What follows belongs to an exercise in optimizing a design on an open flow for small area, a short achievable clock period and few clock cycles; a production flow would make more cautious choices.
In this exercise RTL edits were held to simulation tests only and were not proved equivalent to the original.
Power and IR drop assume default switching activity.

## dot_prod
module dot_prod (
  input wire clk, r_enable,
  input wire[9:0] init_i_t_a,
  input wire signed[63:0] init_acc_t_a,
  output wire[9:0] a_addr,
  input wire signed[26:0] a_rdata,
  output wire[9:0] b_addr,
  input wire signed[26:0] b_rdata,
  output reg w_enable,
  output reg signed[63:0] result
);
==> flow/config.mk <==
export PLATFORM = sky130hd
export DESIGN_NAME = dot_prod
export DESIGN_NICKNAME = dot_prod
export VERILOG_FILES = /design/flow/design.v
export SDC_FILE = /design/flow/constraint.sdc
export NUM_CORES = 4
export LEC_CHECK = 0
export CAP_MARGIN = 20
export CORE_MARGIN = 2
export CORE_UTILIZATION = 60
export CTS_CLUSTER_DIAMETER = 200
export CTS_CLUSTER_SIZE = 24
export SLEW_MARGIN = 60
export SYNTH_HIERARCHICAL = 1
export SYNTH_MINIMUM_KEEP_SIZE = 0
==> flow/constraint.sdc <==
create_clock -name core_clock -period 14.0 [get_ports {clk}]
set_input_delay 2.8000 -clock core_clock [delete_from_list [all_inputs] [get_ports {clk}]]
set_output_delay 2.8000 -clock core_clock [all_outputs]
set_load 0.01 [all_outputs]
standard.sh (not shown) runs the stock make flow with config.mk's settings and CLKGATE_MAP_FILE= SYNTH_SCRIPT=/design/flow/synth_recipe.tcl, a recipe that flattens the netlist after the stock synthesis.
==> flow/flow/run.sh <==
#!/bin/bash
# Standard ORFS layout, except that the port buffers inserted by buffer_ports are
# sky130_fd_sc_hd__buf_2 instead of the resizer's default pick (a clock delay buffer).
set -euo pipefail
export BUFFER_PORTS_ARGS="-buffer_cell sky130_fd_sc_hd__buf_2"
bash standard.sh > run_standard.log 2>&1
The starting point went through all stages and came out clean.
Testbench counts at the start, summed over its fixed seeds: cycles 64,256.
Edit:
==> flow/flow/run.sh (replaced) <==
#!/bin/bash
# Standard ORFS layout, except that the port buffers inserted by buffer_ports are
# sky130_fd_sc_hd__buf_1 instead of the resizer's default pick (a clock delay buffer).
set -euo pipefail
export BUFFER_PORTS_ARGS="-buffer_cell sky130_fd_sc_hd__buf_1"
bash standard.sh > run_standard.log 2>&1
Settings changed: SLEW_MARGIN 60 to 70.
Effect: The changed run produced a clean layout. Final cell count barely changes. Total power is lower by 4.2%. First-iteration DRC count shrinks by 8.2%. Count of clock-buffer cells in the layout goes down by 1. Combinational power fell by 6.0%. Core utilization goes down by 0.33 points.
Edit:
Settings changed: CORE_UTILIZATION 60 to 70, CTS_CLUSTER_SIZE 24 to 20, SLEW_MARGIN 70 to 60.
Hold slack improved by 0.010 ns.
Final cell count went down by a few percent.
Via count climbs by a few percent.
Edit:
Settings changed: CORE_UTILIZATION 70 to 60, CTS_CLUSTER_SIZE 20 to 24, PLACE_DENSITY set to 0.72.
Outcome: Setup slack gains 0.076 ns. Final area came out higher by 0.45%. Cell count rises by 2.6%. Synthesized area does not change. Count of clock-buffer cells in the layout shrinks by 1. Sequential cell count is unchanged. Wire length came out higher by 0.91%. Die area climbs by 16%. Non-clock buffer count rose by 3.

---

dot_prod again, from the RTL that the note above started with.
==> flow/design.v (excerpt) <==
module dot_prod (
  input wire clk, r_enable,
  input wire[9:0] init_i_t_a,
  input wire signed[63:0] init_acc_t_a,
  output wire[9:0] a_addr,
  input wire signed[26:0] a_rdata,
  output wire[9:0] b_addr,
  input wire signed[26:0] b_rdata,
  output reg w_enable,
  output reg signed[63:0] result
);
  reg [9:0] k;
  assign a_addr = k;
  assign b_addr = k;
  wire stop = (k == 10'd1000);
  reg v1, v2, v3;   
  reg q1, q2;       
  always @(posedge clk) begin
    if (r_enable) begin
      k <= init_i_t_a;
      v1 <= 1'b0;
      v2 <= 1'b0;
      v3 <= 1'b0;
      q1 <= 1'b0;
      q2 <= 1'b0;
      w_enable <= 1'b0;
    end else begin
      k <= k + {9'd0, ~stop};
      v1 <= !stop;
      v2 <= v1;
      v3 <= v2;
      q1 <= stop;
      q2 <= q1;
      w_enable <= q2;
    end
  end
  reg [26:0] ra;
  reg [13:0] bone, btwo, bneg;
  wire [27:0] bx = {b_rdata[26], b_rdata};
  wire [13:0] e_one, e_two, e_neg;
  genvar gi;
  generate
    for (gi = 0; gi < 14; gi = gi + 1) begin : enc
      wire bl = (gi == 0) ? 1'b0 : bx[2*gi-1];
      wire bm = bx[2*gi];
      wire bh = bx[2*gi+1];
      assign e_one[gi] = bm ^ bl;
      assign e_two[gi] = (bh & ~bm & ~bl) | (~bh & bm & bl);
      assign e_neg[gi] = bh;
    end
  endgenerate
  always @(posedge clk) begin
    ra <= a_rdata;
    bone <= e_one;
    btwo <= e_two;
    bneg <= e_neg;
  end
  wire [27:0] ax = {ra[26], ra};
  wire [27:0] pp0;
  wire [27:0] pp1;
  wire [27:0] pp2;
  wire [27:0] pp3;
  wire [27:0] pp4;
  wire [27:0] pp5;
  wire [27:0] pp6;
  wire [27:0] pp7;
  wire [27:0] pp8;
  ...
==> flow/config.mk <==
export PLATFORM = sky130hd
export DESIGN_NAME = dot_prod
export DESIGN_NICKNAME = dot_prod
export VERILOG_FILES = /design/flow/design.v
export SDC_FILE = /design/flow/constraint.sdc
export NUM_CORES = 4
export LEC_CHECK = 0
export CAP_MARGIN = 20
export CORE_MARGIN = 2
export CORE_UTILIZATION = 60
export CTS_CLUSTER_DIAMETER = 200
export CTS_CLUSTER_SIZE = 24
export SLEW_MARGIN = 50
export SYNTH_HIERARCHICAL = 1
export SYNTH_MINIMUM_KEEP_SIZE = 0
==> flow/constraint.sdc <==
create_clock -name core_clock -period 14.0 [get_ports {clk}]
set_input_delay 2.8000 -clock core_clock [delete_from_list [all_inputs] [get_ports {clk}]]
set_output_delay 2.8000 -clock core_clock [all_outputs]
set_load 0.01 [all_outputs]
==> flow/flow/run.sh <==
#!/bin/bash
# Standard ORFS layout, except that the port buffers inserted by buffer_ports are
# sky130_fd_sc_hd__buf_1 instead of the resizer's default pick (a clock delay buffer).
set -euo pipefail
export BUFFER_PORTS_ARGS="-buffer_cell sky130_fd_sc_hd__buf_1"
bash standard.sh > run_standard.log 2>&1
The starting point produced a clean layout.
Testbench counts at the start, summed over its fixed seeds: cycles 64,256.
Rerun with:
--- a/flow/config.mk
+++ b/flow/config.mk
@@ -12,3 +12,4 @@
 export CTS_CLUSTER_SIZE = 24
-export SLEW_MARGIN = 50
+export GPL_TIMING_DRIVEN = 0
+export SLEW_MARGIN = 60
 export SYNTH_HIERARCHICAL = 1
The new run finished clean. Wire length came out higher by about a fifth. Cell area climbs by a few percent. Register-to-register slack got worse by 0.52 ns. Die area does not change. Area after synthesis does not change. Setup slack degrades by 0.40 ns. Clock-buffer cell count went up by 1. Non-clock buffer count goes up by 173. Clock power goes down slightly. Power rises by a few percent.

## re-timing with driven ports
Ports are ideal in the flow. The routed layouts listed here were re-timed in OpenROAD. Step 1 sets driving cells, clkbuf_16 on the clock port and buf_2 on the other inputs (assumed; they add their load-dependent delay and slew). Step 2 times the ports against the registers' clock, not the clock port: input delays grow and output delays shrink by t, the midpoint of the rising clock arrivals with the driver on. Slacks: no drivers / after step 1 / after step 2; pairs: no drivers / after step 1.
run	t, ns	slack for setup (ns)	worst slew at a driven data input, ns
the first run of note 1	0.570	9.980 / 9.920 / 9.557	0.06
the second run of note 1	0.576	9.989 / 9.930 / 9.670	0.07
the third run of note 1	0.567	9.915 / 9.942 / 9.376	0.05
the fourth run of note 1	0.568	9.991 / 9.935 / 9.709	0.05
the first run of note 2	0.571	9.887 / 9.916 / 9.345	0.07
the second run of note 2	0.573	9.491 / 9.491 / 9.295	0.04
After both steps setup and hold are still met in every run listed. For the first run of note 2, which loses most, drivers alone change the setup slack by +0.029 ns; drivers and shift together by -0.542 ns.
